From an optimization exercise on the open Yosys and OpenROAD flow, aimed at small area and a short achievable clock period; shortcuts taken in it are not production practice.
The RTL was checked by simulation tests, not by an equivalence proof against the original design.
Power and IR drop assume default switching activity.

==> job 8422: inputs <==
==> flow/design.v <==
module sign_extend(
	input logic [15:0] Imm,
	output logic [31:0] SignImm
	);
	assign SignImm = {{16{Imm[15]}},Imm};
endmodule
module MUX_RegDst(
	input logic RegDst,
	input logic [4:0] WriteReg,
	input logic [4:0] rt,
	output logic [4:0] RegDst_out
	);
	assign RegDst_out = RegDst ? WriteReg : rt;
endmodule
module MUX_ALUSrc(
	input logic ALUSrc,
	input logic [31:0] SignImm,
	input logic [31:0] RD2,
	output logic [31:0] ALUSrc_out
	);
	assign ALUSrc_out = ALUSrc ? SignImm : RD2;
endmodule
module MUX_MemtoReg(
	input logic MemtoReg,
	input logic [31:0] ALUResult,
	input logic [31:0] RD,  
	output logic [31:0] MemtoReg_out
	);
	assign MemtoReg_out = MemtoReg ? RD : ALUResult;
endmodule
module ALU(
	input logic [31:0] SrcA,
	input logic [31:0] SrcB,
	input logic [2:0] ALUControl,
	output logic [31:0] ALUResult
	);
	logic [31:0] sum, SrcBout;
	assign SrcBout = ALUControl[2] ? ~SrcB : SrcB;
	assign sum = SrcA + SrcBout + ALUControl[2];
	assign ALUResult = sum;
endmodule
module instruction_memory(
	input logic clk,
	input logic rst,
	input logic [31:0] instr_in,  
	output logic [31:0] RD  
);
	always@(posedge clk)
		begin
			if(rst)
				RD <= instr_in;
		end
endmodule
module register_file(
	input logic clk,
	input logic rst,
	input logic WE3,  
	input logic [4:0] A1,A2,A3,  
	input logic [31:0] WD3,  
	output logic [31:0] RD1,  
	output logic [31:0] RD2,  
	output logic [31:0] probe_rf
	);
	reg [31:0] rf[31:0];
	always@(posedge clk or negedge rst)
		begin
			if(!rst)
			begin
				for(int i=0; i<32; i++)
				begin
					rf[i] <= i;
				end
			end
			else
				begin
						if(WE3)
							rf[A3] <= WD3;
				end
		end
	always@(posedge clk)
		begin
			if(rst)
			begin
				RD1 <= rf[A1];
				RD2 <= rf[A2];
			end
		end
		assign probe_rf = rf[A3];
endmodule
module data_memory(
	input logic clk,
	input logic rst,
	input logic [31:0] A,  
	input logic [31:0] WD,  
	input logic WE,  
	output logic [31:0] RD,
	output logic [31:0] probe_dm
	);
	reg [31:0] mem[31:0];
	always@(posedge clk or negedge rst)
		begin
			if(!rst)
			begin
				for(int i=0; i<32; i++)
				begin
					mem[i] <= i;
				end
			end
			else
				begin
					if(WE)
						mem[A[4:0]] <= WD;
				end
		end
		assign RD = mem[A[4:0]];
		assign probe_dm = mem[A[4:0]];
endmodule
module PC(
	input logic clk,
	input logic rst,
	input logic [31:0] instruction,  
	input logic RegWrite, MemWrite,  
	output logic [31:0] probe_register_file,
	output logic [31:0] probe_data_memory
	);
	logic [31:0] instr;
	instruction_memory im(.clk(clk), .rst(rst), .instr_in(instruction), .RD(instr));
	logic [4:0] A1;
	assign A1 = instr[25:21];
	logic [4:0] A2;
	assign A2 = instr[20:16];
	logic [4:0] A3;
	assign A3 = instr[15:11];
	logic RegDst;
	assign RegDst = instr[31];
	logic ALUSrc;
	assign ALUSrc = instr[30];
	logic [2:0] ALUControl;
	assign ALUControl = instr[29:27];
	logic MemtoReg;
	assign MemtoReg = instr[26];
	logic [31:0] SrcB;
	logic [4:0] RegDst_out;
	logic [31:0] MemtoReg_out;
	logic [31:0] SrcA;
	logic [31:0] RD1;
	logic [31:0] RD2;
	logic [31:0] SignImm;
	logic [31:0] ALUResult;
	logic [31:0] ALUSrc_out;
	logic [31:0] RD;
	logic [31:0] WD3;
	sign_extend sign_mux(.Imm(instr[15:0]), .SignImm(SignImm));
	MUX_RegDst regmux (.RegDst(RegDst), .WriteReg(A3), .rt(A2), .RegDst_out(RegDst_out));
	register_file rf (.clk(clk), .rst(rst), .WE3(RegWrite), .A1(A1), .A2(A2), .A3(RegDst_out),
		.WD3(MemtoReg_out), .RD1(RD1), .RD2(RD2), .probe_rf(probe_register_file));
	MUX_ALUSrc alumux(.ALUSrc(ALUSrc), .SignImm(SignImm), .RD2(RD2), .ALUSrc_out(ALUSrc_out));
	ALU arithlu(.SrcA(RD1),.SrcB(ALUSrc_out), .ALUControl(ALUControl), .ALUResult(ALUResult));
	data_memory dm(.clk(clk), .rst(rst), .A(ALUResult), .WD(RD2), .WE(MemWrite),.RD(RD),.probe_dm(probe_data_memory));
	MUX_MemtoReg memmux(.MemtoReg(MemtoReg), .ALUResult(ALUResult), .RD(RD), .MemtoReg_out(MemtoReg_out));
endmodule
==> flow/run.sh <==
#!/bin/bash
# synth_recipe.tcl (not shown) runs the flow's synth.tcl, then flattens the netlist and writes it again
# the make line also repeats each setting of config.mk as NAME=value (left out here)
make -C /OpenROAD-flow-scripts/flow DESIGN_CONFIG=/design/flow/config.mk WORK_HOME=/design/flow/orfs CLKGATE_MAP_FILE= SYNTH_SCRIPT=/design/flow/synth_recipe.tcl finish
==> flow/config.mk <==
export PLATFORM = sky130hd
export DESIGN_NAME = PC
export DESIGN_NICKNAME = PC
export VERILOG_FILES = /design/flow/design.v
export SDC_FILE = /design/flow/constraint.sdc
export NUM_CORES = 4
export LEC_CHECK = 0
export CAP_MARGIN = 20
export CELL_PAD_IN_SITES_DETAIL_PLACEMENT = 1
export CELL_PAD_IN_SITES_GLOBAL_PLACEMENT = 2
export CORE_MARGIN = 2
export CORE_UTILIZATION = 25
export PLACE_DENSITY = 0.3
export SLEW_MARGIN = 20
==> flow/constraint.sdc <==
create_clock -name core_clock -period 7.0 [get_ports {clk}]
set_input_delay 1.4000 -clock core_clock [delete_from_list [all_inputs] [get_ports {clk}]]
set_output_delay 1.4000 -clock core_clock [all_outputs]
set_load 0.01 [all_outputs]
==> job 3904: changes against job 8422 <==
==> flow/design.v (replaced) <==
module sign_extend(
	input logic [15:0] Imm,
	output logic [31:0] SignImm
	);
	assign SignImm = {{16{Imm[15]}},Imm};
endmodule
module MUX_RegDst(
	input logic RegDst,
	input logic [4:0] WriteReg,
	input logic [4:0] rt,
	output logic [4:0] RegDst_out
	);
	assign RegDst_out = RegDst ? WriteReg : rt;
endmodule
module MUX_ALUSrc(
	input logic ALUSrc,
	input logic [31:0] SignImm,
	input logic [31:0] RD2,
	output logic [31:0] ALUSrc_out
	);
	assign ALUSrc_out = ALUSrc ? SignImm : RD2;
endmodule
module MUX_MemtoReg(
	input logic MemtoReg,
	input logic [31:0] ALUResult,
	input logic [31:0] RD,  
	output logic [31:0] MemtoReg_out
	);
	assign MemtoReg_out = MemtoReg ? RD : ALUResult;
endmodule
module ALU(
	input logic [31:0] SrcA,
	input logic [31:0] SrcB,
	input logic [2:0] ALUControl,
	output logic [31:0] ALUResult
	);
	logic [31:0] sum, SrcBout;
	assign SrcBout = ALUControl[2] ? ~SrcB : SrcB;
	assign sum = SrcA + SrcBout + ALUControl[2];
	assign ALUResult = sum;
endmodule
module register_file(
	input  logic        clk,
	input  logic        rst,
	input  logic        WE3,             
	input  logic [4:0]  A3,              
	input  logic [31:0] WD3,             
	input  logic [4:0]  A1, A2, A4,      
	output logic [31:0] RD1, RD2, RD4    
	);
	logic [1023:0] rf;
	logic [31:0] valid;
	logic [31:0] wen;    
	always_comb begin
		wen = '0;
		wen[A3] = WE3;
	end
	for (genvar i = 0; i < 32; i++) begin : word
		always @(posedge clk or negedge rst)
			if (!rst)
				valid[i] <= 1'b0;
			else if (wen[i])
				valid[i] <= 1'b1;
		always @(posedge clk)
			if (wen[i])
				rf[i*32 +: 32] <= WD3;
	end
	read_port rp1(.A(A1), .valid(valid), .mem(rf), .RD(RD1));
	read_port rp2(.A(A2), .valid(valid), .mem(rf), .RD(RD2));
	read_port rp4(.A(A4), .valid(valid), .mem(rf), .RD(RD4));
endmodule
module read_port(
	input  logic [4:0]  A,
	input  logic [31:0] valid,
	input  logic [1023:0] mem,
	output logic [31:0] RD
	);
	logic [31:0] sel;
	always_comb begin
		sel = '0;
		sel[A] = 1'b1;
		sel = sel & valid;
		RD = '0;
		for (int i = 0; i < 32; i++)
			RD = RD | ({32{sel[i]}} & mem[i*32 +: 32]);
		if (sel == '0)
			RD[4:0] = A;
	end
endmodule
module data_memory(
	input  logic        clk,
	input  logic        rst,
	input  logic        WE,              
	input  logic [4:0]  WA,              
	input  logic [31:0] WD,              
	input  logic [4:0]  RA,              
	output logic [31:0] RD               
	);
	logic [1023:0] mem;
	logic [31:0] valid;
	logic [31:0] wen;    
	always_comb begin
		wen = '0;
		wen[WA] = WE;
	end
	for (genvar i = 0; i < 32; i++) begin : word
		always @(posedge clk or negedge rst)
			if (!rst)
				valid[i] <= 1'b0;
			else if (wen[i])
				valid[i] <= 1'b1;
		always @(posedge clk)
			if (wen[i])
				mem[i*32 +: 32] <= WD;
	end
	read_port rp(.A(RA), .valid(valid), .mem(mem), .RD(RD));
endmodule
module PC(
	input logic clk,
	input logic rst,
	input logic [31:0] instruction,  
	input logic RegWrite, MemWrite,  
	output logic [31:0] probe_register_file,
	output logic [31:0] probe_data_memory
	);
	logic [4:0] nA1, nA2, nA3;
	logic [31:0] nImm;
	assign nA1 = instruction[25:21];
	assign nA2 = instruction[20:16];
	MUX_RegDst regmux(.RegDst(instruction[31]), .WriteReg(instruction[15:11]), .rt(nA2), .RegDst_out(nA3));
	sign_extend sign_ext(.Imm(instruction[15:0]), .SignImm(nImm));
	logic [31:0] X, Y, ALUr, OP2, prf, pdm;
	logic [4:0]  A3r;
	logic        MemtoRegr;
	logic [31:0] WD;
	MUX_MemtoReg memmux(.MemtoReg(MemtoRegr), .ALUResult(ALUr), .RD(pdm), .MemtoReg_out(WD));
	logic [31:0] nB, nALU;
	MUX_ALUSrc alumux(.ALUSrc(instruction[30]), .SignImm(nImm), .RD2(Y), .ALUSrc_out(nB));
	ALU arithlu(.SrcA(X), .SrcB(nB), .ALUControl(instruction[29:27]), .ALUResult(nALU));
	logic [31:0] rd1, rd2, rd3, rdm;
	register_file rf(.clk(clk), .rst(rst), .WE3(RegWrite), .A3(A3r), .WD3(WD),
		.A1(nA1), .A2(nA2), .A4(nA3), .RD1(rd1), .RD2(rd2), .RD4(rd3));
	data_memory dm(.clk(clk), .rst(rst), .WE(MemWrite), .WA(ALUr[4:0]), .WD(OP2),
		.RA(nALU[4:0]), .RD(rdm));
	always @(posedge clk) begin
		X         <= (RegWrite && A3r == nA1) ? WD : rd1;
		Y         <= (RegWrite && A3r == nA2) ? WD : rd2;
		prf       <= (RegWrite && A3r == nA3) ? WD : rd3;
		pdm       <= (MemWrite && ALUr[4:0] == nALU[4:0]) ? OP2 : rdm;
		ALUr      <= nALU;
		OP2       <= Y;
		A3r       <= nA3;
		MemtoRegr <= instruction[26];
	end
	assign probe_register_file = prf;
	assign probe_data_memory = pdm;
endmodule
==> comparison table <==
quantity	job 8422	job 3904
Status	no timing/DRC/antenna violations	no timing/DRC/antenna violations
R2r endpoint	rf.rf[8][30]$_DFFE_PN0P_	pdm[1]$_DFF_P_
Post-placement worst setup slack	0.225 ns	-0.257 ns
Maximum number of pins on one net before global-route repair	170	42
Nature of the critical path startpoint	flop	primary input
Area taken by multi-input logic gates	0.0484 mm2	0.0283 mm2
Inst Count DP	14.9k	11.8k
Leading register cell type out of synthesis	sky130_fd_sc_hd__dfrtp_1	sky130_fd_sc_hd__edfxtp_1
Antenna fix cells	52	32
Clock Buffer Count	449	394
Initial antenna violation count	88	52
Synthesized-area fraction occupied by xor and xnor cells	0.00529	0.00997
Share of flip-flops with an asynchronous set or reset	0.956	0.0277
Net switching fraction of the power	0.451	0.364
Class of the worst hold path	in2async	reg2reg
EDFF count, synth	94	2048
M1 wire length	308000 um	239000 um
Biggest area consumer among synthesized cells	sky130_fd_sc_hd__dfrtp_1	sky130_fd_sc_hd__edfxtp_1
Count of standard-cell rows	237	228

==> static timing again, ports no longer ideal <==
No port has a modelled driver above. Below, the same layouts with a new extraction and two added sets of constraints.
Step 1 sets driving cells, clkbuf_16 on the clock port and buf_2 on the other inputs (assumed; they add their load-dependent delay and slew).
Step 2 times the ports against the registers' clock, not the clock port: input delays grow and output delays shrink by t, the midpoint of the rising clock arrivals with the driver on.
Three values: no drivers, after step 1, after step 2; two values: the first two.
run	shift t [ns]	setup slack, ns	hold slack, ns	worst register clock-pin slew, ns	pins driven straight from the clock port
job 8422	1.058	0.102 / -0.022 / 1.036	0.289 / 0.253 / 0.496	0.07 / 0.07	1
job 3904	1.022	0.697 / 0.777 / -0.245	0.354 / 0.354 / 0.354	0.06 / 0.06	1
Met with ideal ports but missed after step 2: setup timing in job 3904. For job 3904, which loses most, drivers alone change the setup slack by +0.080 ns; drivers and shift together by -0.942 ns.
